From an optimization exercise on the open Yosys and OpenROAD flow, aimed at small area, a short achievable clock period and few clock cycles per item; shortcuts taken in it are not production practice.
In this exercise RTL edits were held to simulation tests only and were not proved equivalent to the original.
No activity file was given, so power comes from the tool's default toggle rates.

==> design.v <==
`timescale 1ns / 1ps
module fa3 (input a, b, c, output s, co);
assign s  = a ^ b ^ c;
assign co = (a & b) | (a & c) | (b & c);
endmodule
module ha2 (input a, b, output s, co);
assign s  = a ^ b;
assign co = a & b;
endmodule
module xn2 (input a, b, output y);
assign y = ~(a ^ b);
endmodule
`timescale 1ns / 1ps
`timescale 1ns / 1ps
`timescale 1ns / 1ps
module systolic_array_controller (
	input clk,
	input rst_n,
	input [3:0] a11, a12, a21, a22,
	input [3:0] b11, b12, b21, b22,
	input in_valid,
	output logic [8:0] c11, c12, c21, c22,
	output logic out_valid
);
logic v_q;
always_ff @(posedge clk or negedge rst_n) begin
	if (~rst_n) {out_valid, v_q} <= 2'b00;
	else        {out_valid, v_q} <= {v_q, in_valid};
end
wire [14:0] c11_m; logic [14:0] c11_q;
assign c11_m[0] = ~(a11[0] & b11[0]);
assign c11_m[1] = ~(a12[0] & b21[0]);
assign c11_m[2] = ~(a12[1] & b21[0]);
wire c11_k0, c11_s1, c11_k1, c11_s2, c11_k2, c11_k3, c11_s4, c11_k4, c11_s5, c11_k5, c11_s6, c11_k6, c11_s7, c11_k7, c11_s9, c11_k9, c11_s10, c11_k10, c11_k11, c11_s13, c11_k13, c11_s14;
fa3 c11_u0 (.a(~(a11[0] & b11[1])), .b(~(a11[1] & b11[0])), .c(~(a12[0] & b21[1])), .s(c11_m[3]), .co(c11_k0));
fa3 c11_u1 (.a(~(a11[0] & b11[2])), .b(~(a11[1] & b11[1])), .c(~(a11[2] & b11[0])), .s(c11_s1), .co(c11_k1));
fa3 c11_u2 (.a(~(a12[0] & b21[2])), .b(~(a12[1] & b21[1])), .c(~(a12[2] & b21[0])), .s(c11_s2), .co(c11_k2));
fa3 c11_u3 (.a(c11_k0), .b(c11_s1), .c(c11_s2), .s(c11_m[4]), .co(c11_k3));
fa3 c11_u4 (.a(~(a11[0] & b11[3])), .b(~(a11[1] & b11[2])), .c(~(a11[2] & b11[1])), .s(c11_s4), .co(c11_k4));
fa3 c11_u5 (.a(~(a11[3] & b11[0])), .b(~(a12[0] & b21[3])), .c(~(a12[1] & b21[2])), .s(c11_s5), .co(c11_k5));
fa3 c11_u6 (.a(~(a12[2] & b21[1])), .b(~(a12[3] & b21[0])), .c(c11_k1), .s(c11_s6), .co(c11_k6));
fa3 c11_u7 (.a(c11_k2), .b(c11_s4), .c(c11_s5), .s(c11_s7), .co(c11_k7));
fa3 c11_u8 (.a(c11_k3), .b(c11_s6), .c(c11_s7), .s(c11_m[5]), .co(c11_m[7]));
fa3 c11_u9 (.a(~(a11[1] & b11[3])), .b(~(a11[2] & b11[2])), .c(~(a11[3] & b11[1])), .s(c11_s9), .co(c11_k9));
fa3 c11_u10 (.a(~(a12[1] & b21[3])), .b(~(a12[2] & b21[2])), .c(~(a12[3] & b21[1])), .s(c11_s10), .co(c11_k10));
fa3 c11_u11 (.a(c11_k4), .b(c11_k5), .c(c11_s9), .s(c11_m[6]), .co(c11_k11));
fa3 c11_u12 (.a(c11_s10), .b(c11_k6), .c(c11_k7), .s(c11_m[8]), .co(c11_m[9]));
fa3 c11_u13 (.a(~(a11[2] & b11[3])), .b(~(a11[3] & b11[2])), .c(~(a12[2] & b21[3])), .s(c11_s13), .co(c11_k13));
fa3 c11_u14 (.a(~(a12[3] & b21[2])), .b(c11_k9), .c(c11_k10), .s(c11_s14), .co(c11_m[11]));
fa3 c11_u15 (.a(c11_s13), .b(c11_k11), .c(c11_s14), .s(c11_m[10]), .co(c11_m[13]));
fa3 c11_u16 (.a(~(a11[3] & b11[3])), .b(~(a12[3] & b21[3])), .c(c11_k13), .s(c11_m[12]), .co(c11_m[14]));
wire c11_2s0, c11_2k0, c11_2s1, c11_2k1, c11_2s2, c11_2k2;
fa3 c11_2u0 (.a(c11_q[6]), .b(c11_q[7]), .c(c11_q[8]), .s(c11_2s0), .co(c11_2k0));
fa3 c11_2u1 (.a(1'b1), .b(c11_q[9]), .c(c11_q[10]), .s(c11_2s1), .co(c11_2k1));
fa3 c11_2u2 (.a(c11_q[11]), .b(c11_q[12]), .c(c11_q[13]), .s(c11_2s2), .co(c11_2k2));
wire [8:0] c11_d;
wire c11_ak0, c11_ap0, c11_ak1, c11_ap1, c11_ak5, c11_ap5, c11_ak6, c11_ap6, c11_ak7, c11_ap7, c11_aK0_1, c11_aP0_1, c11_aK0_2, c11_aP0_2, c11_aK0_3, c11_aP0_3, c11_aK0_4, c11_aP0_4, c11_aK0_5, c11_aP0_5, c11_aK0_6, c11_aP0_6, c11_aK0_7, c11_aP0_7, c11_aK0_8, c11_aP0_8, c11_aK0_9, c11_aP0_9, c11_aK1_2, c11_aP1_2, c11_aK1_3, c11_aP1_3, c11_aK1_4, c11_aP1_4, c11_aK1_5, c11_aP1_5, c11_aK1_6, c11_aP1_6, c11_aK1_7, c11_aP1_7, c11_aK1_8, c11_aP1_8, c11_aK1_9, c11_aP1_9, c11_aK2_4, c11_aP2_4, c11_aK2_5, c11_aP2_5, c11_aK2_6, c11_aP2_6, c11_aK2_7, c11_aP2_7, c11_aK2_8, c11_aP2_8, c11_aK2_9, c11_aP2_9, c11_aK3_8, c11_aP3_8, c11_aK3_9, c11_aP3_9;
ha2 c11_ah0 (.a(c11_q[0]), .b(c11_q[1]), .s(c11_ap0), .co(c11_ak0));
ha2 c11_ah1 (.a(c11_q[2]), .b(c11_q[3]), .s(c11_ap1), .co(c11_ak1));
ha2 c11_ah5 (.a(c11_2s1), .b(c11_2k0), .s(c11_ap5), .co(c11_ak5));
ha2 c11_ah6 (.a(c11_2s2), .b(c11_2k1), .s(c11_ap6), .co(c11_ak6));
ha2 c11_ah7 (.a(c11_q[14]), .b(c11_2k2), .s(c11_ap7), .co(c11_ak7));
assign c11_aK0_1 = c11_ak0 | (c11_ap0 & 1'b1);
assign c11_aP0_1 = c11_ap0 & 1'b0;
assign c11_aK0_2 = c11_ak1 | (c11_ap1 & c11_ak0);
assign c11_aP0_2 = c11_ap1 & c11_ap0;
assign c11_aK0_3 = c11_q[4] | (~c11_q[4] & c11_ak1);
assign c11_aP0_3 = ~c11_q[4] & c11_ap1;
assign c11_aK0_4 = c11_q[5] | (~c11_q[5] & c11_q[4]);
assign c11_aP0_4 = ~c11_q[5] & ~c11_q[4];
assign c11_aK0_5 = c11_2s0 | (~c11_2s0 & c11_q[5]);
assign c11_aP0_5 = ~c11_2s0 & ~c11_q[5];
assign c11_aK0_6 = c11_ak5 | (c11_ap5 & c11_2s0);
assign c11_aP0_6 = c11_ap5 & ~c11_2s0;
assign c11_aK0_7 = c11_ak6 | (c11_ap6 & c11_ak5);
assign c11_aP0_7 = c11_ap6 & c11_ap5;
assign c11_aK0_8 = c11_ak7 | (c11_ap7 & c11_ak6);
assign c11_aP0_8 = c11_ap7 & c11_ap6;
assign c11_aK0_9 = 1'b1 | (1'b0 & c11_ak7);
assign c11_aP0_9 = 1'b0 & c11_ap7;
assign c11_aK1_2 = c11_aK0_2 | (c11_aP0_2 & 1'b1);
assign c11_aP1_2 = c11_aP0_2 & 1'b0;
assign c11_aK1_3 = c11_aK0_3 | (c11_aP0_3 & c11_aK0_1);
assign c11_aP1_3 = c11_aP0_3 & c11_aP0_1;
assign c11_aK1_4 = c11_aK0_4 | (c11_aP0_4 & c11_aK0_2);
assign c11_aP1_4 = c11_aP0_4 & c11_aP0_2;
assign c11_aK1_5 = c11_aK0_5 | (c11_aP0_5 & c11_aK0_3);
assign c11_aP1_5 = c11_aP0_5 & c11_aP0_3;
assign c11_aK1_6 = c11_aK0_6 | (c11_aP0_6 & c11_aK0_4);
assign c11_aP1_6 = c11_aP0_6 & c11_aP0_4;
assign c11_aK1_7 = c11_aK0_7 | (c11_aP0_7 & c11_aK0_5);
assign c11_aP1_7 = c11_aP0_7 & c11_aP0_5;
assign c11_aK1_8 = c11_aK0_8 | (c11_aP0_8 & c11_aK0_6);
assign c11_aP1_8 = c11_aP0_8 & c11_aP0_6;
assign c11_aK1_9 = c11_aK0_9 | (c11_aP0_9 & c11_aK0_7);
assign c11_aP1_9 = c11_aP0_9 & c11_aP0_7;
assign c11_aK2_4 = c11_aK1_4 | (c11_aP1_4 & 1'b1);
assign c11_aP2_4 = c11_aP1_4 & 1'b0;
assign c11_aK2_5 = c11_aK1_5 | (c11_aP1_5 & c11_aK0_1);
assign c11_aP2_5 = c11_aP1_5 & c11_aP0_1;
assign c11_aK2_6 = c11_aK1_6 | (c11_aP1_6 & c11_aK1_2);
assign c11_aP2_6 = c11_aP1_6 & c11_aP1_2;
assign c11_aK2_7 = c11_aK1_7 | (c11_aP1_7 & c11_aK1_3);
assign c11_aP2_7 = c11_aP1_7 & c11_aP1_3;
assign c11_aK2_8 = c11_aK1_8 | (c11_aP1_8 & c11_aK1_4);
assign c11_aP2_8 = c11_aP1_8 & c11_aP1_4;
assign c11_aK2_9 = c11_aK1_9 | (c11_aP1_9 & c11_aK1_5);
assign c11_aP2_9 = c11_aP1_9 & c11_aP1_5;
assign c11_aK3_8 = c11_aK2_8 | (c11_aP2_8 & 1'b1);
assign c11_aP3_8 = c11_aP2_8 & 1'b0;
assign c11_aK3_9 = c11_aK2_9 | (c11_aP2_9 & c11_aK0_1);
assign c11_aP3_9 = c11_aP2_9 & c11_aP0_1;
assign c11_d[0] = ~(c11_ap0 ^ 1'b1);
assign c11_d[1] = ~(c11_ap1 ^ c11_aK0_1);
assign c11_d[2] = ~(~c11_q[4] ^ c11_aK1_2);
assign c11_d[3] = ~(~c11_q[5] ^ c11_aK1_3);
assign c11_d[4] = ~(~c11_2s0 ^ c11_aK2_4);
assign c11_d[5] = ~(c11_ap5 ^ c11_aK2_5);
assign c11_d[6] = ~(c11_ap6 ^ c11_aK2_6);
assign c11_d[7] = ~(c11_ap7 ^ c11_aK2_7);
assign c11_d[8] = ~(1'b0 ^ c11_aK3_8);
wire [14:0] c12_m; logic [14:0] c12_q;
assign c12_m[0] = ~(a11[0] & b12[0]);
assign c12_m[1] = ~(a12[0] & b22[0]);
assign c12_m[2] = ~(a12[1] & b22[0]);
wire c12_k0, c12_s1, c12_k1, c12_s2, c12_k2, c12_k3, c12_s4, c12_k4, c12_s5, c12_k5, c12_s6, c12_k6, c12_s7, c12_k7, c12_s9, c12_k9, c12_s10, c12_k10, c12_k11, c12_s13, c12_k13, c12_s14;
fa3 c12_u0 (.a(~(a11[0] & b12[1])), .b(~(a11[1] & b12[0])), .c(~(a12[0] & b22[1])), .s(c12_m[3]), .co(c12_k0));
fa3 c12_u1 (.a(~(a11[0] & b12[2])), .b(~(a11[1] & b12[1])), .c(~(a11[2] & b12[0])), .s(c12_s1), .co(c12_k1));
fa3 c12_u2 (.a(~(a12[0] & b22[2])), .b(~(a12[1] & b22[1])), .c(~(a12[2] & b22[0])), .s(c12_s2), .co(c12_k2));
fa3 c12_u3 (.a(c12_k0), .b(c12_s1), .c(c12_s2), .s(c12_m[4]), .co(c12_k3));
fa3 c12_u4 (.a(~(a11[0] & b12[3])), .b(~(a11[1] & b12[2])), .c(~(a11[2] & b12[1])), .s(c12_s4), .co(c12_k4));
fa3 c12_u5 (.a(~(a11[3] & b12[0])), .b(~(a12[0] & b22[3])), .c(~(a12[1] & b22[2])), .s(c12_s5), .co(c12_k5));
fa3 c12_u6 (.a(~(a12[2] & b22[1])), .b(~(a12[3] & b22[0])), .c(c12_k1), .s(c12_s6), .co(c12_k6));
fa3 c12_u7 (.a(c12_k2), .b(c12_s4), .c(c12_s5), .s(c12_s7), .co(c12_k7));
fa3 c12_u8 (.a(c12_k3), .b(c12_s6), .c(c12_s7), .s(c12_m[5]), .co(c12_m[7]));
fa3 c12_u9 (.a(~(a11[1] & b12[3])), .b(~(a11[2] & b12[2])), .c(~(a11[3] & b12[1])), .s(c12_s9), .co(c12_k9));
fa3 c12_u10 (.a(~(a12[1] & b22[3])), .b(~(a12[2] & b22[2])), .c(~(a12[3] & b22[1])), .s(c12_s10), .co(c12_k10));
fa3 c12_u11 (.a(c12_k4), .b(c12_k5), .c(c12_s9), .s(c12_m[6]), .co(c12_k11));
fa3 c12_u12 (.a(c12_s10), .b(c12_k6), .c(c12_k7), .s(c12_m[8]), .co(c12_m[9]));
fa3 c12_u13 (.a(~(a11[2] & b12[3])), .b(~(a11[3] & b12[2])), .c(~(a12[2] & b22[3])), .s(c12_s13), .co(c12_k13));
fa3 c12_u14 (.a(~(a12[3] & b22[2])), .b(c12_k9), .c(c12_k10), .s(c12_s14), .co(c12_m[11]));
fa3 c12_u15 (.a(c12_s13), .b(c12_k11), .c(c12_s14), .s(c12_m[10]), .co(c12_m[13]));
fa3 c12_u16 (.a(~(a11[3] & b12[3])), .b(~(a12[3] & b22[3])), .c(c12_k13), .s(c12_m[12]), .co(c12_m[14]));
wire c12_2s0, c12_2k0, c12_2s1, c12_2k1, c12_2s2, c12_2k2;
fa3 c12_2u0 (.a(c12_q[6]), .b(c12_q[7]), .c(c12_q[8]), .s(c12_2s0), .co(c12_2k0));
fa3 c12_2u1 (.a(1'b1), .b(c12_q[9]), .c(c12_q[10]), .s(c12_2s1), .co(c12_2k1));
fa3 c12_2u2 (.a(c12_q[11]), .b(c12_q[12]), .c(c12_q[13]), .s(c12_2s2), .co(c12_2k2));
wire [8:0] c12_d;
wire c12_ak0, c12_ap0, c12_ak1, c12_ap1, c12_ak5, c12_ap5, c12_ak6, c12_ap6, c12_ak7, c12_ap7, c12_aK0_1, c12_aP0_1, c12_aK0_2, c12_aP0_2, c12_aK0_3, c12_aP0_3, c12_aK0_4, c12_aP0_4, c12_aK0_5, c12_aP0_5, c12_aK0_6, c12_aP0_6, c12_aK0_7, c12_aP0_7, c12_aK0_8, c12_aP0_8, c12_aK0_9, c12_aP0_9, c12_aK1_2, c12_aP1_2, c12_aK1_3, c12_aP1_3, c12_aK1_4, c12_aP1_4, c12_aK1_5, c12_aP1_5, c12_aK1_6, c12_aP1_6, c12_aK1_7, c12_aP1_7, c12_aK1_8, c12_aP1_8, c12_aK1_9, c12_aP1_9, c12_aK2_4, c12_aP2_4, c12_aK2_5, c12_aP2_5, c12_aK2_6, c12_aP2_6, c12_aK2_7, c12_aP2_7, c12_aK2_8, c12_aP2_8, c12_aK2_9, c12_aP2_9, c12_aK3_8, c12_aP3_8, c12_aK3_9, c12_aP3_9;
ha2 c12_ah0 (.a(c12_q[0]), .b(c12_q[1]), .s(c12_ap0), .co(c12_ak0));
ha2 c12_ah1 (.a(c12_q[2]), .b(c12_q[3]), .s(c12_ap1), .co(c12_ak1));
ha2 c12_ah5 (.a(c12_2s1), .b(c12_2k0), .s(c12_ap5), .co(c12_ak5));
ha2 c12_ah6 (.a(c12_2s2), .b(c12_2k1), .s(c12_ap6), .co(c12_ak6));
ha2 c12_ah7 (.a(c12_q[14]), .b(c12_2k2), .s(c12_ap7), .co(c12_ak7));
assign c12_aK0_1 = c12_ak0 | (c12_ap0 & 1'b1);
assign c12_aP0_1 = c12_ap0 & 1'b0;
assign c12_aK0_2 = c12_ak1 | (c12_ap1 & c12_ak0);
assign c12_aP0_2 = c12_ap1 & c12_ap0;
assign c12_aK0_3 = c12_q[4] | (~c12_q[4] & c12_ak1);
assign c12_aP0_3 = ~c12_q[4] & c12_ap1;
assign c12_aK0_4 = c12_q[5] | (~c12_q[5] & c12_q[4]);
assign c12_aP0_4 = ~c12_q[5] & ~c12_q[4];
assign c12_aK0_5 = c12_2s0 | (~c12_2s0 & c12_q[5]);
assign c12_aP0_5 = ~c12_2s0 & ~c12_q[5];
assign c12_aK0_6 = c12_ak5 | (c12_ap5 & c12_2s0);
assign c12_aP0_6 = c12_ap5 & ~c12_2s0;
assign c12_aK0_7 = c12_ak6 | (c12_ap6 & c12_ak5);
assign c12_aP0_7 = c12_ap6 & c12_ap5;
assign c12_aK0_8 = c12_ak7 | (c12_ap7 & c12_ak6);
assign c12_aP0_8 = c12_ap7 & c12_ap6;
assign c12_aK0_9 = 1'b1 | (1'b0 & c12_ak7);
assign c12_aP0_9 = 1'b0 & c12_ap7;
assign c12_aK1_2 = c12_aK0_2 | (c12_aP0_2 & 1'b1);
assign c12_aP1_2 = c12_aP0_2 & 1'b0;
assign c12_aK1_3 = c12_aK0_3 | (c12_aP0_3 & c12_aK0_1);
assign c12_aP1_3 = c12_aP0_3 & c12_aP0_1;
assign c12_aK1_4 = c12_aK0_4 | (c12_aP0_4 & c12_aK0_2);
assign c12_aP1_4 = c12_aP0_4 & c12_aP0_2;
assign c12_aK1_5 = c12_aK0_5 | (c12_aP0_5 & c12_aK0_3);
assign c12_aP1_5 = c12_aP0_5 & c12_aP0_3;
assign c12_aK1_6 = c12_aK0_6 | (c12_aP0_6 & c12_aK0_4);
assign c12_aP1_6 = c12_aP0_6 & c12_aP0_4;
assign c12_aK1_7 = c12_aK0_7 | (c12_aP0_7 & c12_aK0_5);
assign c12_aP1_7 = c12_aP0_7 & c12_aP0_5;
assign c12_aK1_8 = c12_aK0_8 | (c12_aP0_8 & c12_aK0_6);
assign c12_aP1_8 = c12_aP0_8 & c12_aP0_6;
assign c12_aK1_9 = c12_aK0_9 | (c12_aP0_9 & c12_aK0_7);
assign c12_aP1_9 = c12_aP0_9 & c12_aP0_7;
assign c12_aK2_4 = c12_aK1_4 | (c12_aP1_4 & 1'b1);
assign c12_aP2_4 = c12_aP1_4 & 1'b0;
assign c12_aK2_5 = c12_aK1_5 | (c12_aP1_5 & c12_aK0_1);
assign c12_aP2_5 = c12_aP1_5 & c12_aP0_1;
assign c12_aK2_6 = c12_aK1_6 | (c12_aP1_6 & c12_aK1_2);
assign c12_aP2_6 = c12_aP1_6 & c12_aP1_2;
assign c12_aK2_7 = c12_aK1_7 | (c12_aP1_7 & c12_aK1_3);
assign c12_aP2_7 = c12_aP1_7 & c12_aP1_3;
assign c12_aK2_8 = c12_aK1_8 | (c12_aP1_8 & c12_aK1_4);
assign c12_aP2_8 = c12_aP1_8 & c12_aP1_4;
assign c12_aK2_9 = c12_aK1_9 | (c12_aP1_9 & c12_aK1_5);
assign c12_aP2_9 = c12_aP1_9 & c12_aP1_5;
assign c12_aK3_8 = c12_aK2_8 | (c12_aP2_8 & 1'b1);
assign c12_aP3_8 = c12_aP2_8 & 1'b0;
assign c12_aK3_9 = c12_aK2_9 | (c12_aP2_9 & c12_aK0_1);
assign c12_aP3_9 = c12_aP2_9 & c12_aP0_1;
assign c12_d[0] = ~(c12_ap0 ^ 1'b1);
assign c12_d[1] = ~(c12_ap1 ^ c12_aK0_1);
assign c12_d[2] = ~(~c12_q[4] ^ c12_aK1_2);
assign c12_d[3] = ~(~c12_q[5] ^ c12_aK1_3);
assign c12_d[4] = ~(~c12_2s0 ^ c12_aK2_4);
assign c12_d[5] = ~(c12_ap5 ^ c12_aK2_5);
assign c12_d[6] = ~(c12_ap6 ^ c12_aK2_6);
assign c12_d[7] = ~(c12_ap7 ^ c12_aK2_7);
assign c12_d[8] = ~(1'b0 ^ c12_aK3_8);
wire [14:0] c21_m; logic [14:0] c21_q;
assign c21_m[0] = ~(a21[0] & b11[0]);
assign c21_m[1] = ~(a22[0] & b21[0]);
assign c21_m[2] = ~(a22[1] & b21[0]);
wire c21_k0, c21_s1, c21_k1, c21_s2, c21_k2, c21_k3, c21_s4, c21_k4, c21_s5, c21_k5, c21_s6, c21_k6, c21_s7, c21_k7, c21_s9, c21_k9, c21_s10, c21_k10, c21_k11, c21_s13, c21_k13, c21_s14;
fa3 c21_u0 (.a(~(a21[0] & b11[1])), .b(~(a21[1] & b11[0])), .c(~(a22[0] & b21[1])), .s(c21_m[3]), .co(c21_k0));
fa3 c21_u1 (.a(~(a21[0] & b11[2])), .b(~(a21[1] & b11[1])), .c(~(a21[2] & b11[0])), .s(c21_s1), .co(c21_k1));
fa3 c21_u2 (.a(~(a22[0] & b21[2])), .b(~(a22[1] & b21[1])), .c(~(a22[2] & b21[0])), .s(c21_s2), .co(c21_k2));
fa3 c21_u3 (.a(c21_k0), .b(c21_s1), .c(c21_s2), .s(c21_m[4]), .co(c21_k3));
fa3 c21_u4 (.a(~(a21[0] & b11[3])), .b(~(a21[1] & b11[2])), .c(~(a21[2] & b11[1])), .s(c21_s4), .co(c21_k4));
fa3 c21_u5 (.a(~(a21[3] & b11[0])), .b(~(a22[0] & b21[3])), .c(~(a22[1] & b21[2])), .s(c21_s5), .co(c21_k5));
fa3 c21_u6 (.a(~(a22[2] & b21[1])), .b(~(a22[3] & b21[0])), .c(c21_k1), .s(c21_s6), .co(c21_k6));
fa3 c21_u7 (.a(c21_k2), .b(c21_s4), .c(c21_s5), .s(c21_s7), .co(c21_k7));
fa3 c21_u8 (.a(c21_k3), .b(c21_s6), .c(c21_s7), .s(c21_m[5]), .co(c21_m[7]));
fa3 c21_u9 (.a(~(a21[1] & b11[3])), .b(~(a21[2] & b11[2])), .c(~(a21[3] & b11[1])), .s(c21_s9), .co(c21_k9));
fa3 c21_u10 (.a(~(a22[1] & b21[3])), .b(~(a22[2] & b21[2])), .c(~(a22[3] & b21[1])), .s(c21_s10), .co(c21_k10));
fa3 c21_u11 (.a(c21_k4), .b(c21_k5), .c(c21_s9), .s(c21_m[6]), .co(c21_k11));
fa3 c21_u12 (.a(c21_s10), .b(c21_k6), .c(c21_k7), .s(c21_m[8]), .co(c21_m[9]));
fa3 c21_u13 (.a(~(a21[2] & b11[3])), .b(~(a21[3] & b11[2])), .c(~(a22[2] & b21[3])), .s(c21_s13), .co(c21_k13));
fa3 c21_u14 (.a(~(a22[3] & b21[2])), .b(c21_k9), .c(c21_k10), .s(c21_s14), .co(c21_m[11]));
fa3 c21_u15 (.a(c21_s13), .b(c21_k11), .c(c21_s14), .s(c21_m[10]), .co(c21_m[13]));
fa3 c21_u16 (.a(~(a21[3] & b11[3])), .b(~(a22[3] & b21[3])), .c(c21_k13), .s(c21_m[12]), .co(c21_m[14]));
wire c21_2s0, c21_2k0, c21_2s1, c21_2k1, c21_2s2, c21_2k2;
fa3 c21_2u0 (.a(c21_q[6]), .b(c21_q[7]), .c(c21_q[8]), .s(c21_2s0), .co(c21_2k0));
fa3 c21_2u1 (.a(1'b1), .b(c21_q[9]), .c(c21_q[10]), .s(c21_2s1), .co(c21_2k1));
fa3 c21_2u2 (.a(c21_q[11]), .b(c21_q[12]), .c(c21_q[13]), .s(c21_2s2), .co(c21_2k2));
wire [8:0] c21_d;
wire c21_ak0, c21_ap0, c21_ak1, c21_ap1, c21_ak5, c21_ap5, c21_ak6, c21_ap6, c21_ak7, c21_ap7, c21_aK0_1, c21_aP0_1, c21_aK0_2, c21_aP0_2, c21_aK0_3, c21_aP0_3, c21_aK0_4, c21_aP0_4, c21_aK0_5, c21_aP0_5, c21_aK0_6, c21_aP0_6, c21_aK0_7, c21_aP0_7, c21_aK0_8, c21_aP0_8, c21_aK0_9, c21_aP0_9, c21_aK1_2, c21_aP1_2, c21_aK1_3, c21_aP1_3, c21_aK1_4, c21_aP1_4, c21_aK1_5, c21_aP1_5, c21_aK1_6, c21_aP1_6, c21_aK1_7, c21_aP1_7, c21_aK1_8, c21_aP1_8, c21_aK1_9, c21_aP1_9, c21_aK2_4, c21_aP2_4, c21_aK2_5, c21_aP2_5, c21_aK2_6, c21_aP2_6, c21_aK2_7, c21_aP2_7, c21_aK2_8, c21_aP2_8, c21_aK2_9, c21_aP2_9, c21_aK3_8, c21_aP3_8, c21_aK3_9, c21_aP3_9;
ha2 c21_ah0 (.a(c21_q[0]), .b(c21_q[1]), .s(c21_ap0), .co(c21_ak0));
ha2 c21_ah1 (.a(c21_q[2]), .b(c21_q[3]), .s(c21_ap1), .co(c21_ak1));
ha2 c21_ah5 (.a(c21_2s1), .b(c21_2k0), .s(c21_ap5), .co(c21_ak5));
ha2 c21_ah6 (.a(c21_2s2), .b(c21_2k1), .s(c21_ap6), .co(c21_ak6));
ha2 c21_ah7 (.a(c21_q[14]), .b(c21_2k2), .s(c21_ap7), .co(c21_ak7));
assign c21_aK0_1 = c21_ak0 | (c21_ap0 & 1'b1);
assign c21_aP0_1 = c21_ap0 & 1'b0;
assign c21_aK0_2 = c21_ak1 | (c21_ap1 & c21_ak0);
assign c21_aP0_2 = c21_ap1 & c21_ap0;
assign c21_aK0_3 = c21_q[4] | (~c21_q[4] & c21_ak1);
assign c21_aP0_3 = ~c21_q[4] & c21_ap1;
assign c21_aK0_4 = c21_q[5] | (~c21_q[5] & c21_q[4]);
assign c21_aP0_4 = ~c21_q[5] & ~c21_q[4];
assign c21_aK0_5 = c21_2s0 | (~c21_2s0 & c21_q[5]);
assign c21_aP0_5 = ~c21_2s0 & ~c21_q[5];
assign c21_aK0_6 = c21_ak5 | (c21_ap5 & c21_2s0);
assign c21_aP0_6 = c21_ap5 & ~c21_2s0;
assign c21_aK0_7 = c21_ak6 | (c21_ap6 & c21_ak5);
assign c21_aP0_7 = c21_ap6 & c21_ap5;
assign c21_aK0_8 = c21_ak7 | (c21_ap7 & c21_ak6);
assign c21_aP0_8 = c21_ap7 & c21_ap6;
assign c21_aK0_9 = 1'b1 | (1'b0 & c21_ak7);
assign c21_aP0_9 = 1'b0 & c21_ap7;
assign c21_aK1_2 = c21_aK0_2 | (c21_aP0_2 & 1'b1);
assign c21_aP1_2 = c21_aP0_2 & 1'b0;
assign c21_aK1_3 = c21_aK0_3 | (c21_aP0_3 & c21_aK0_1);
assign c21_aP1_3 = c21_aP0_3 & c21_aP0_1;
assign c21_aK1_4 = c21_aK0_4 | (c21_aP0_4 & c21_aK0_2);
assign c21_aP1_4 = c21_aP0_4 & c21_aP0_2;
assign c21_aK1_5 = c21_aK0_5 | (c21_aP0_5 & c21_aK0_3);
assign c21_aP1_5 = c21_aP0_5 & c21_aP0_3;
assign c21_aK1_6 = c21_aK0_6 | (c21_aP0_6 & c21_aK0_4);
assign c21_aP1_6 = c21_aP0_6 & c21_aP0_4;
assign c21_aK1_7 = c21_aK0_7 | (c21_aP0_7 & c21_aK0_5);
assign c21_aP1_7 = c21_aP0_7 & c21_aP0_5;
assign c21_aK1_8 = c21_aK0_8 | (c21_aP0_8 & c21_aK0_6);
assign c21_aP1_8 = c21_aP0_8 & c21_aP0_6;
assign c21_aK1_9 = c21_aK0_9 | (c21_aP0_9 & c21_aK0_7);
assign c21_aP1_9 = c21_aP0_9 & c21_aP0_7;
assign c21_aK2_4 = c21_aK1_4 | (c21_aP1_4 & 1'b1);
assign c21_aP2_4 = c21_aP1_4 & 1'b0;
assign c21_aK2_5 = c21_aK1_5 | (c21_aP1_5 & c21_aK0_1);
assign c21_aP2_5 = c21_aP1_5 & c21_aP0_1;
assign c21_aK2_6 = c21_aK1_6 | (c21_aP1_6 & c21_aK1_2);
assign c21_aP2_6 = c21_aP1_6 & c21_aP1_2;
assign c21_aK2_7 = c21_aK1_7 | (c21_aP1_7 & c21_aK1_3);
assign c21_aP2_7 = c21_aP1_7 & c21_aP1_3;
assign c21_aK2_8 = c21_aK1_8 | (c21_aP1_8 & c21_aK1_4);
assign c21_aP2_8 = c21_aP1_8 & c21_aP1_4;
assign c21_aK2_9 = c21_aK1_9 | (c21_aP1_9 & c21_aK1_5);
assign c21_aP2_9 = c21_aP1_9 & c21_aP1_5;
assign c21_aK3_8 = c21_aK2_8 | (c21_aP2_8 & 1'b1);
assign c21_aP3_8 = c21_aP2_8 & 1'b0;
assign c21_aK3_9 = c21_aK2_9 | (c21_aP2_9 & c21_aK0_1);
assign c21_aP3_9 = c21_aP2_9 & c21_aP0_1;
assign c21_d[0] = ~(c21_ap0 ^ 1'b1);
assign c21_d[1] = ~(c21_ap1 ^ c21_aK0_1);
assign c21_d[2] = ~(~c21_q[4] ^ c21_aK1_2);
assign c21_d[3] = ~(~c21_q[5] ^ c21_aK1_3);
assign c21_d[4] = ~(~c21_2s0 ^ c21_aK2_4);
assign c21_d[5] = ~(c21_ap5 ^ c21_aK2_5);
assign c21_d[6] = ~(c21_ap6 ^ c21_aK2_6);
assign c21_d[7] = ~(c21_ap7 ^ c21_aK2_7);
assign c21_d[8] = ~(1'b0 ^ c21_aK3_8);
wire [14:0] c22_m; logic [14:0] c22_q;
assign c22_m[0] = ~(a21[0] & b12[0]);
assign c22_m[1] = ~(a22[0] & b22[0]);
assign c22_m[2] = ~(a22[1] & b22[0]);
wire c22_k0, c22_s1, c22_k1, c22_s2, c22_k2, c22_k3, c22_s4, c22_k4, c22_s5, c22_k5, c22_s6, c22_k6, c22_s7, c22_k7, c22_s9, c22_k9, c22_s10, c22_k10, c22_k11, c22_s13, c22_k13, c22_s14;
fa3 c22_u0 (.a(~(a21[0] & b12[1])), .b(~(a21[1] & b12[0])), .c(~(a22[0] & b22[1])), .s(c22_m[3]), .co(c22_k0));
fa3 c22_u1 (.a(~(a21[0] & b12[2])), .b(~(a21[1] & b12[1])), .c(~(a21[2] & b12[0])), .s(c22_s1), .co(c22_k1));
fa3 c22_u2 (.a(~(a22[0] & b22[2])), .b(~(a22[1] & b22[1])), .c(~(a22[2] & b22[0])), .s(c22_s2), .co(c22_k2));
fa3 c22_u3 (.a(c22_k0), .b(c22_s1), .c(c22_s2), .s(c22_m[4]), .co(c22_k3));
fa3 c22_u4 (.a(~(a21[0] & b12[3])), .b(~(a21[1] & b12[2])), .c(~(a21[2] & b12[1])), .s(c22_s4), .co(c22_k4));
fa3 c22_u5 (.a(~(a21[3] & b12[0])), .b(~(a22[0] & b22[3])), .c(~(a22[1] & b22[2])), .s(c22_s5), .co(c22_k5));
fa3 c22_u6 (.a(~(a22[2] & b22[1])), .b(~(a22[3] & b22[0])), .c(c22_k1), .s(c22_s6), .co(c22_k6));
fa3 c22_u7 (.a(c22_k2), .b(c22_s4), .c(c22_s5), .s(c22_s7), .co(c22_k7));
fa3 c22_u8 (.a(c22_k3), .b(c22_s6), .c(c22_s7), .s(c22_m[5]), .co(c22_m[7]));
fa3 c22_u9 (.a(~(a21[1] & b12[3])), .b(~(a21[2] & b12[2])), .c(~(a21[3] & b12[1])), .s(c22_s9), .co(c22_k9));
fa3 c22_u10 (.a(~(a22[1] & b22[3])), .b(~(a22[2] & b22[2])), .c(~(a22[3] & b22[1])), .s(c22_s10), .co(c22_k10));
fa3 c22_u11 (.a(c22_k4), .b(c22_k5), .c(c22_s9), .s(c22_m[6]), .co(c22_k11));
fa3 c22_u12 (.a(c22_s10), .b(c22_k6), .c(c22_k7), .s(c22_m[8]), .co(c22_m[9]));
fa3 c22_u13 (.a(~(a21[2] & b12[3])), .b(~(a21[3] & b12[2])), .c(~(a22[2] & b22[3])), .s(c22_s13), .co(c22_k13));
fa3 c22_u14 (.a(~(a22[3] & b22[2])), .b(c22_k9), .c(c22_k10), .s(c22_s14), .co(c22_m[11]));
fa3 c22_u15 (.a(c22_s13), .b(c22_k11), .c(c22_s14), .s(c22_m[10]), .co(c22_m[13]));
fa3 c22_u16 (.a(~(a21[3] & b12[3])), .b(~(a22[3] & b22[3])), .c(c22_k13), .s(c22_m[12]), .co(c22_m[14]));
wire c22_2s0, c22_2k0, c22_2s1, c22_2k1, c22_2s2, c22_2k2;
fa3 c22_2u0 (.a(c22_q[6]), .b(c22_q[7]), .c(c22_q[8]), .s(c22_2s0), .co(c22_2k0));
fa3 c22_2u1 (.a(1'b1), .b(c22_q[9]), .c(c22_q[10]), .s(c22_2s1), .co(c22_2k1));
fa3 c22_2u2 (.a(c22_q[11]), .b(c22_q[12]), .c(c22_q[13]), .s(c22_2s2), .co(c22_2k2));
wire [8:0] c22_d;
wire c22_ak0, c22_ap0, c22_ak1, c22_ap1, c22_ak5, c22_ap5, c22_ak6, c22_ap6, c22_ak7, c22_ap7, c22_aK0_1, c22_aP0_1, c22_aK0_2, c22_aP0_2, c22_aK0_3, c22_aP0_3, c22_aK0_4, c22_aP0_4, c22_aK0_5, c22_aP0_5, c22_aK0_6, c22_aP0_6, c22_aK0_7, c22_aP0_7, c22_aK0_8, c22_aP0_8, c22_aK0_9, c22_aP0_9, c22_aK1_2, c22_aP1_2, c22_aK1_3, c22_aP1_3, c22_aK1_4, c22_aP1_4, c22_aK1_5, c22_aP1_5, c22_aK1_6, c22_aP1_6, c22_aK1_7, c22_aP1_7, c22_aK1_8, c22_aP1_8, c22_aK1_9, c22_aP1_9, c22_aK2_4, c22_aP2_4, c22_aK2_5, c22_aP2_5, c22_aK2_6, c22_aP2_6, c22_aK2_7, c22_aP2_7, c22_aK2_8, c22_aP2_8, c22_aK2_9, c22_aP2_9, c22_aK3_8, c22_aP3_8, c22_aK3_9, c22_aP3_9;
ha2 c22_ah0 (.a(c22_q[0]), .b(c22_q[1]), .s(c22_ap0), .co(c22_ak0));
ha2 c22_ah1 (.a(c22_q[2]), .b(c22_q[3]), .s(c22_ap1), .co(c22_ak1));
ha2 c22_ah5 (.a(c22_2s1), .b(c22_2k0), .s(c22_ap5), .co(c22_ak5));
ha2 c22_ah6 (.a(c22_2s2), .b(c22_2k1), .s(c22_ap6), .co(c22_ak6));
ha2 c22_ah7 (.a(c22_q[14]), .b(c22_2k2), .s(c22_ap7), .co(c22_ak7));
assign c22_aK0_1 = c22_ak0 | (c22_ap0 & 1'b1);
assign c22_aP0_1 = c22_ap0 & 1'b0;
assign c22_aK0_2 = c22_ak1 | (c22_ap1 & c22_ak0);
assign c22_aP0_2 = c22_ap1 & c22_ap0;
assign c22_aK0_3 = c22_q[4] | (~c22_q[4] & c22_ak1);
assign c22_aP0_3 = ~c22_q[4] & c22_ap1;
assign c22_aK0_4 = c22_q[5] | (~c22_q[5] & c22_q[4]);
assign c22_aP0_4 = ~c22_q[5] & ~c22_q[4];
assign c22_aK0_5 = c22_2s0 | (~c22_2s0 & c22_q[5]);
assign c22_aP0_5 = ~c22_2s0 & ~c22_q[5];
assign c22_aK0_6 = c22_ak5 | (c22_ap5 & c22_2s0);
assign c22_aP0_6 = c22_ap5 & ~c22_2s0;
assign c22_aK0_7 = c22_ak6 | (c22_ap6 & c22_ak5);
assign c22_aP0_7 = c22_ap6 & c22_ap5;
assign c22_aK0_8 = c22_ak7 | (c22_ap7 & c22_ak6);
assign c22_aP0_8 = c22_ap7 & c22_ap6;
assign c22_aK0_9 = 1'b1 | (1'b0 & c22_ak7);
assign c22_aP0_9 = 1'b0 & c22_ap7;
assign c22_aK1_2 = c22_aK0_2 | (c22_aP0_2 & 1'b1);
assign c22_aP1_2 = c22_aP0_2 & 1'b0;
assign c22_aK1_3 = c22_aK0_3 | (c22_aP0_3 & c22_aK0_1);
assign c22_aP1_3 = c22_aP0_3 & c22_aP0_1;
assign c22_aK1_4 = c22_aK0_4 | (c22_aP0_4 & c22_aK0_2);
assign c22_aP1_4 = c22_aP0_4 & c22_aP0_2;
assign c22_aK1_5 = c22_aK0_5 | (c22_aP0_5 & c22_aK0_3);
assign c22_aP1_5 = c22_aP0_5 & c22_aP0_3;
assign c22_aK1_6 = c22_aK0_6 | (c22_aP0_6 & c22_aK0_4);
assign c22_aP1_6 = c22_aP0_6 & c22_aP0_4;
assign c22_aK1_7 = c22_aK0_7 | (c22_aP0_7 & c22_aK0_5);
assign c22_aP1_7 = c22_aP0_7 & c22_aP0_5;
assign c22_aK1_8 = c22_aK0_8 | (c22_aP0_8 & c22_aK0_6);
assign c22_aP1_8 = c22_aP0_8 & c22_aP0_6;
assign c22_aK1_9 = c22_aK0_9 | (c22_aP0_9 & c22_aK0_7);
assign c22_aP1_9 = c22_aP0_9 & c22_aP0_7;
assign c22_aK2_4 = c22_aK1_4 | (c22_aP1_4 & 1'b1);
assign c22_aP2_4 = c22_aP1_4 & 1'b0;
assign c22_aK2_5 = c22_aK1_5 | (c22_aP1_5 & c22_aK0_1);
assign c22_aP2_5 = c22_aP1_5 & c22_aP0_1;
assign c22_aK2_6 = c22_aK1_6 | (c22_aP1_6 & c22_aK1_2);
assign c22_aP2_6 = c22_aP1_6 & c22_aP1_2;
assign c22_aK2_7 = c22_aK1_7 | (c22_aP1_7 & c22_aK1_3);
assign c22_aP2_7 = c22_aP1_7 & c22_aP1_3;
assign c22_aK2_8 = c22_aK1_8 | (c22_aP1_8 & c22_aK1_4);
assign c22_aP2_8 = c22_aP1_8 & c22_aP1_4;
assign c22_aK2_9 = c22_aK1_9 | (c22_aP1_9 & c22_aK1_5);
assign c22_aP2_9 = c22_aP1_9 & c22_aP1_5;
assign c22_aK3_8 = c22_aK2_8 | (c22_aP2_8 & 1'b1);
assign c22_aP3_8 = c22_aP2_8 & 1'b0;
assign c22_aK3_9 = c22_aK2_9 | (c22_aP2_9 & c22_aK0_1);
assign c22_aP3_9 = c22_aP2_9 & c22_aP0_1;
assign c22_d[0] = ~(c22_ap0 ^ 1'b1);
assign c22_d[1] = ~(c22_ap1 ^ c22_aK0_1);
assign c22_d[2] = ~(~c22_q[4] ^ c22_aK1_2);
assign c22_d[3] = ~(~c22_q[5] ^ c22_aK1_3);
assign c22_d[4] = ~(~c22_2s0 ^ c22_aK2_4);
assign c22_d[5] = ~(c22_ap5 ^ c22_aK2_5);
assign c22_d[6] = ~(c22_ap6 ^ c22_aK2_6);
assign c22_d[7] = ~(c22_ap7 ^ c22_aK2_7);
assign c22_d[8] = ~(1'b0 ^ c22_aK3_8);
always_ff @(posedge clk) begin
	c11_q <= c11_m;
	c11 <= c11_d;
	c12_q <= c12_m;
	c12 <= c12_d;
	c21_q <= c21_m;
	c21 <= c21_d;
	c22_q <= c22_m;
	c22 <= c22_d;
end
endmodule
==> flow/run.sh <==
#!/bin/bash
# Own layout flow: the standard layout (standard.sh), with smaller port
# buffers than the resizer's default choice: sky130_fd_sc_hd__buf_4 on the inputs
# (each drives eight gates) and, through flow/ports.tcl after global placement,
# sky130_fd_sc_hd__buf_1 on the outputs.
# make's full output (yosys, openroad, ...) goes to make_finish.log here; ORFS
# keeps each step's own log under orfs/logs/.
set -euo pipefail
export BUFFER_PORTS_ARGS="-buffer_cell sky130_fd_sc_hd__buf_4"
export POST_GLOBAL_PLACE_TCL="$PWD/flow/ports.tcl"
bash standard.sh finish > make_finish.log 2>&1
==> flow/ports.tcl <==
# Runs after global placement (POST_GLOBAL_PLACE_TCL).  buffer_ports gave every
# port a sky130_fd_sc_hd__buf_4; the output ports' buffers only drive the pin
# load, so they become sky130_fd_sc_hd__buf_1 (detailed placement legalizes).
set n 0
foreach inst [[ord::get_db_block] getInsts] {
  if {[string match "output*" [$inst getName]] && [[$inst getMaster] getName] eq "sky130_fd_sc_hd__buf_4"} {
    replace_cell [$inst getName] sky130_fd_sc_hd__buf_1
    incr n
  }
}
puts "ports.tcl: $n output buffers are now sky130_fd_sc_hd__buf_1"
==> standard.sh <==
#!/bin/bash
# synth_recipe.tcl (not shown) runs the flow's synth.tcl, then flattens the netlist and writes it again
# the make line also repeats each setting of config.mk as NAME=value (left out here)
make -C /OpenROAD-flow-scripts/flow DESIGN_CONFIG=/design/flow/config.mk WORK_HOME=/design/flow/orfs CLKGATE_MAP_FILE= SYNTH_SCRIPT=/design/flow/synth_recipe.tcl "${@:-finish}"
==> config.mk <==
export PLATFORM = sky130hd
export DESIGN_NAME = systolic_array_controller
export DESIGN_NICKNAME = systolic_array_controller
export VERILOG_FILES = /design/flow/design.v
export SDC_FILE = /design/flow/constraint.sdc
export NUM_CORES = 4
export LEC_CHECK = 0
export CAP_MARGIN = 20
export CORE_MARGIN = 2
export CORE_UTILIZATION = 65
export CTS_BUF_LIST = sky130_fd_sc_hd__clkbuf_8
export SLEW_MARGIN = 20
export SYNTH_HIERARCHICAL = 1
export SYNTH_MINIMUM_KEEP_SIZE = 0
==> constraint.sdc <==
create_clock -name core_clock -period 5.0 [get_ports {clk}]
set_input_delay 1.0000 -clock core_clock [delete_from_list [all_inputs] [get_ports {clk}]]
set_output_delay 1.0000 -clock core_clock [all_outputs]
set_load 0.01 [all_outputs]
==> impl_metrics.yaml, run 1 <==
outcome:
  outcome: "timing/DRC/antenna clean"
synth:
  async_reset_ff_share_pct: 2.041
  ys.flop_type: "dfxtp_1"
  netlist.top_cell.by_area: "dfxtp_1"
  synth-edff-count: 0
  synthesis.area_um2: 5009
  yosysWarnings: 7
  syn_area_per_cell_um2: 11.41
  yosysTopAreaCellShare_pct: 38.37
  yosysSeqAreaShare_pct: 39.37
  synthMostInstantiatedCell: "nand2_1"
  ys_top_cells_by_area: "dfxtp_1 38%, fa_1 32%, nand2_1 10%"
  synthCells: 439
  synth.distinct_cells: 21
  synth_seq_cells: 98
  netlist_top_cells_count: "136 x nand2_1, 96 x dfxtp_1, 80 x fa_1, 32 x clkbuf_1, 20 x ha_1"
clock_tree:
  h-tree-depth: 3
  hold_buffers: 0
  root_buffer: "clkbuf_8"
  clkLatencyLatePin_ps: 370
  cts_resized: 0
  clockBufferDepth: 2
  postCtsSetupBuffers: 0
  cts_sinks: 98
  cts_tree: "done"
  numCtsBuffers: 9
  clkSlewWorstSetupHoldPaths_ps: 90
routing:
  wirelength_um: 8529
  wire_per_inst_um: 14.24
  drt-vias-per-instance: 5.180
  dr.pass1.iters: 4
  dr_total_vias: 3103
  first_iter_violations: 134
  post-route-drc-count: 0
  detail-route-antenna-nets: 0
critical_path:
  critPathSlowestCell: "fa_1"
  cp.required_ps: 5240
  path_class: "input pin to flip-flop"
  cp-start-kind: "input pin"
  path_buf_inv: 1
  cp_slowest_stage_delay_ps: 540
  critPathArrivalTime_ps: 2690
  worstSetupEndpointType: "flip-flop"
  cpMostUsedCell: "fa_1"
  crit_path_cell_trace: "buf_4, nand2_1, fa_1, fa_1, fa_1"
  cpLargestDelayFamily: "adder cells"
  cp_max_fo: 8
layout:
  drive_gt1_share_pct: 12.07
  area_growth_pct: 11.67
  final_util_pct: 73.52
  n_antenna_cell: 0
  fin_nets: 627
power_and_ir_drop:
  power_density_nw_per_um2: 449.1
  p_leak_nw: 2.156
  peakVddDrop_mv: 0.3190
grt:
  grt_use_total_pct: 23.72
  grt_pass1_wl_um: 15480
  overflow: 0
  grt_pass1_vias: 3429
  grt_max_degree: 17
  antenna_found_initial: 0
timing:
  hold_ws_ps: 385.1
  clock_skew_ps: 14.65
  drv_slew: 0
  fin_crit_sh_pct: 48.92
  setup_violations: 0
  rsz0062_at_grt: "false"
  fin_crit_ps: 2446
  finalHoldViolations: 0
  finalSetupTns_ps: 0
  fmax_mhz: 408.8
floorplanning:
  num_rows: 32
  die_w_um: 91.78
  die_area_um2: 8424
  core_area_um2: 7607
  start_util_pct: 65.84
  die_h_um: 91.78
  boundaryPins: 72
run:
  drv_cap: 0
hold_path:
  min_path_type: "flip-flop to flip-flop"
place:
  port-buffer-count: 71
  dp_hpwl_um: 6902
report_power, final:
part / leakage, nW / switching, mW / internal (mW)
combinational: 1.23 / 0.496 / 0.452
clock: 0.0962 / 0.265 / 0.181
sequential: 0.829 / 0.0950 / 1.02
state kept, by name, indices dropped and copies added (netlist names), 9 cells and up:
signal / cells
c11_q: 15
c12_q: 15
c21_q: 15
c22_q: 15
c11: 9
c12: 9
c21: 9
c22: 9
per-stage QoR:
stage               cells  power, mW  cell area, um^2  worst slack (ps)
floorplan             442      1.862             5020              2135
global placement      583      2.164             5560              2230
detailed placement    583      2.103             5421              2179
CTS                   599      2.550             5593              2563
global route          599      2.737             5593              2482
finish                599      2.512             5593              2554
metal layers:
layer,GRT usage (%),up-vias,share of wire (%)
met5,0,-,0
met4,8.582,0,2.0
met3,4.684,16,5.7
met2,40.81,99,53
met1,30.04,1519,39
li1,-,1469,-
cell families after synthesis:
group | after synthesis | synth area share [%]
AO/OA/AOI/OAI | 24 | 3.997
XOR/XNOR | 20 | 3.497
AND/OR/NAND/NOR | 160 | 13.39
adder cells (fa/ha/maj) | 100 | 36.97
buffers and inverters | 36 | 2.698
flip-flops | 98 | 39.37
other | 1 | 0.07487
cells in the final DEF (no fill, tap or decap), types with 6 or more instances in the layout:
cell type / instances
nand2_1: 136
dfxtp_1: 96
clkbuf_8: 9
ha_1: 20
xnor2_1: 16
o21a_1: 8
fa_1: 80
buf_1: 37
inv_1: 6
buf_4: 34
layout make-up:
class | count | area [um^2]
timing repair buffer | 71 | 394.1
tap | 102 | 127.6
fill | 601 | 2014
inverter | 4 | 15.01
sequential | 98 | 1972
multi-input combinational | 308 | 2913
clock buffer | 9 | 123.9
clock inverter | 7 | 47.55
worst paths after layout:
check | start | to | slack (ps) | cells after the start
max | a21[0] | c21_q[5] | 2550 | 5
min | v_q | out_valid | 390 | 0
max reg2reg | c21_q[11] | c21[7] | 3130 | 5
min reg2reg | v_q | out_valid | 390 | 0
max in group asynchronous | rst_n | out_valid | 4500 | 1
min in group asynchronous | rst_n | v_q | 410 | 1
modules after synthesis, one instance, submodules excluded:
module,flip-flops and latches,times used,area [um^2]
systolic_array_controller,98,1,3157
ha2,0,20,12.51
fa3,0,80,20.02
Testbench counts, summed over its fixed seeds: cycles 1,216, items 1,200.
==> run 2: changes to the inputs <==
--- a/flow/run.sh
+++ b/flow/run.sh
@@ -2,3 +2,3 @@
 # Own layout flow: the standard layout (standard.sh), with smaller port
-# buffers than the resizer's default choice: sky130_fd_sc_hd__buf_4 on the inputs
+# buffers than the resizer's default choice: sky130_fd_sc_hd__buf_2 on the inputs
 # (each drives eight gates) and, through flow/ports.tcl after global placement,
@@ -8,3 +8,3 @@
 set -euo pipefail
-export BUFFER_PORTS_ARGS="-buffer_cell sky130_fd_sc_hd__buf_4"
+export BUFFER_PORTS_ARGS="-buffer_cell sky130_fd_sc_hd__buf_2"
 export POST_GLOBAL_PLACE_TCL="$PWD/flow/ports.tcl"
==> flow/ports.tcl (replaced) <==
# Runs after global placement (POST_GLOBAL_PLACE_TCL).  buffer_ports gave every
# port a sky130_fd_sc_hd__buf_2; the output ports' buffers only drive the pin
# load, so they become sky130_fd_sc_hd__buf_1 (detailed placement legalizes).
set n 0
foreach inst [[ord::get_db_block] getInsts] {
  if {[string match "output*" [$inst getName]] && [[$inst getMaster] getName] eq "sky130_fd_sc_hd__buf_2"} {
    replace_cell [$inst getName] sky130_fd_sc_hd__buf_1
    incr n
  }
}
puts "ports.tcl: $n output buffers are now sky130_fd_sc_hd__buf_1"
==> run 2 against run 1 <==
  * Via count up 0.48%
  * Largest power group unchanged
  * Critical path type unchanged
  * Setup slack worse by 65 ps
  * Largest cell class unchanged
  * Still clean on timing, DRC and antenna
  * Sequential cell count is the same
  * Worst hold slack worse by 1.8 ps
==> impl_metrics.yaml, run 2 <==
synth:
  yosysTopAreaCellShare_pct: 38.37
  synthCells: 439
  yosysSeqAreaShare_pct: 39.37
  synth-edff-count: 0
  yosysWarnings: 7
  synth_xor_area_share_pct: 3.497
  synth_fa_ha_area_share_pct: 36.97
  netlist_top_cells_count: "136 x nand2_1, 96 x dfxtp_1, 80 x fa_1, 32 x clkbuf_1, 20 x ha_1"
  synthMuxAreaShare_pct: 0
  synthMostInstantiatedCell: "nand2_1"
  syn_area_per_cell_um2: 11.41
  synth_top_family_by_area: "adder cells"
  yosys.area_share.simple_pct: 13.39
  synth.distinct_cells: 21
  ys.flop_type: "dfxtp_1"
  async_reset_ff_share_pct: 2.041
  synthesis.area_um2: 5009
  ys_top_cells_by_area: "dfxtp_1 38%, fa_1 32%, nand2_1 10%"
  netlist.top_cell.by_area: "dfxtp_1"
  synth_compound_area_share_pct: 3.997
  synth_seq_cells: 98
clock_tree:
  h-tree-depth: 3
  numCtsBuffers: 9
  postCtsSetupBuffers: 0
  cts_tree: "done"
  root_buffer: "clkbuf_8"
  clkSlewWorstSetupHoldPaths_ps: 90
  clockBufferDepth: 2
  cts_resized: 0
  hold_buffers: 0
  cts_sinks: 98
  clkLatencyLatePin_ps: 370
floorplanning:
  core_area_um2: 7607
  num_rows: 32
  die_h_um: 91.78
  start_util_pct: 65.84
  die_w_um: 91.78
  die_area_um2: 8424
  boundaryPins: 72
timing:
  setup_violations: 0
  rsz0062_at_grt: "false"
  hold_ws_ps: 383.2
  drv_slew: 0
  clock_skew_ps: 9.931
  finalSetupTns_ps: 0
  fmax_mhz: 398.2
  fin_crit_ps: 2512
  fin_crit_sh_pct: 50.23
  finalHoldViolations: 0
critical_path:
  cp_max_fo: 8
  cpMostUsedCell: "fa_1"
  cp-start-kind: "input pin"
  path_class: "input pin to flip-flop"
  path_buf_inv: 1
  critPathSlowestCell: "fa_1"
  cp_slowest_stage_delay_ps: 580
  cpLargestDelayFamily: "adder cells"
  worstSetupEndpointType: "flip-flop"
  critPathArrivalTime_ps: 2760
  cp.required_ps: 5250
  crit_path_cell_trace: "buf_2, nand2_1, fa_1, fa_1, fa_1"
routing:
  drt-vias-per-instance: 5.205
  dr.pass1.iters: 4
  wire_per_inst_um: 14.87
  wirelength_um: 8907
  first_iter_violations: 139
  post-route-drc-count: 0
  dr_total_vias: 3118
  detail-route-antenna-nets: 0
layout:
  drive_gt1_share_pct: 11.87
  final_common_cell: "nand2_1"
  area_growth_pct: 10.32
  n_antenna_cell: 0
  fin_nets: 627
  final_cell_mix: "136 x nand2_1, 96 x dfxtp_1, 80 x fa_1"
  post-route-cell-area_um2: 5525
  final_util_pct: 72.63
grt:
  grt_use_total_pct: 24.91
  antenna_found_initial: 0
  grt_pass1_vias: 3474
  overflow: 0
  grt_max_degree: 17
  grt_pass1_wl_um: 15840
power_and_ir_drop:
  p_leak_nw: 2.130
  power_density_nw_per_um2: 463.8
  peakVddDrop_mv: 0.3243
place:
  dp_hpwl_um: 7186
  placed_area_um2: 5336
  port-buffer-count: 71
outcome:
  outcome: "timing/DRC/antenna clean"
run:
  drv_cap: 0
hold_path:
  min_path_type: "flip-flop to flip-flop"
==> run 2: changes by cell type in the layout (fill, tap and decap cells not counted), sizes merged <==
| cell | previous run | this run |
|---|---|---|
| bufinv | 0 | 1 |
| clkinvlp | 0 | 2 |
| clkinv | 4 | 1 |
==> run 2: kinds of logic (layout without fill, tap and decap cells) <==
group,count (synthesis),count (layout)
and+or+nand+nor,160,160
AOI/OAI and AO/OA,24,24
adders and majority gates,100,100
other,1,4
DFF,98,98
buffers and inverters,36,91
xor gates and xnor gates,20,20
==> run 2: worst paths after layout <==
check	cells after the start	slack, ps	from	end
setup / recovery	5	2490	a22[0]	c21_q[5]
hold / removal	0	380	v_q	out_valid
setup reg to reg	5	3130	c22_q[11]	c22[8]
hold reg to reg	0	380	v_q	out_valid
max in group asynchronous	1	4500	rst_n	out_valid
min in group asynchronous	1	400	rst_n	v_q
==> run 2: where the power goes <==
group	switching, mW	internal (mW)	total, mW
clock	0.266	0.227	0.493
sequential	0.0968	1.02	1.12
combinational	0.502	0.448	0.950
total	0.865	1.70	2.56
==> run 2: final cells by class <==
class	instances	area, um^2
inverter	4	15.01
tap	102	127.6
timing repair buffer	71	309.0
multi-input combinational	308	2913
clock inverter	7	65.06
clock buffer	9	123.9
fill	572	2082
sequential	98	1972
==> run 2: worst register-to-register path: cells and delay by family (launching register included) <==
family,cells,cell delay [ps]
DFF,1,330
adders and majority gates,2,830
and+or+nand+nor,1,180
AOI/OAI and AO/OA,2,480
==> run 2: per-stage QoR <==
step	power, mW	instances	setup slack [ps]
finish	2.562	599	2488
global route	2.781	599	2434
CTS	2.602	599	2510
detailed placement	2.104	583	2103
global placement	2.089	583	2172
floorplan	1.862	442	2135
==> run 2: metal layers <==
layer,track usage (%),up-vias,routed length (um)
li1,-,1469,-
met1,30.33,1540,3418
met2,43.20,92,4765
met3,4.848,17,498
met4,11.19,0,225
met5,0,-,0
==> run 2: Yosys stat by module, one instance, submodules excluded <==
module / copies in the design / flip-flops and latches / area, um^2 / cells
fa3: 80 / 0 / 20.02 / 1
systolic_array_controller: 1 / 98 / 3157 / 339
ha2: 20 / 0 / 12.51 / 1

re-timing with driven ports:
The results above use ideal ports. As a check the final layouts listed here were re-extracted and re-timed, cells and wires unchanged. Step 1, drivers: a clkbuf_16 drives clk and a buf_2 each remaining input, both assumed. Step 2 adds t to the input delays and takes it off the output delays; t is the mean of the earliest and latest rising clock arrival at the registers after step 1. Input paths then give back, and output paths get back, about the clock's delay inside the block. Three values: ideal ports, drivers, drivers and shift; two values: the first two.
| run | t (ns) | slack for setup (ns) | hold slack, ns | worst setup path after step 2 | slew at the worst register clock pin (ns) |
|---|---|---|---|---|---|
| run 1 | 0.393 | 2.554 / 2.550 / 2.158 | 0.385 / 0.385 / 0.385 | input to register | 0.10 / 0.10 |
| run 2 | 0.396 | 2.488 / 2.482 / 2.087 | 0.383 / 0.382 / 0.383 | input to register | 0.09 / 0.09 |
After both steps every run listed still meets setup and hold. The setup slack of run 2, which loses most, moves by -0.006 ns with the drivers and by -0.401 ns with both steps.
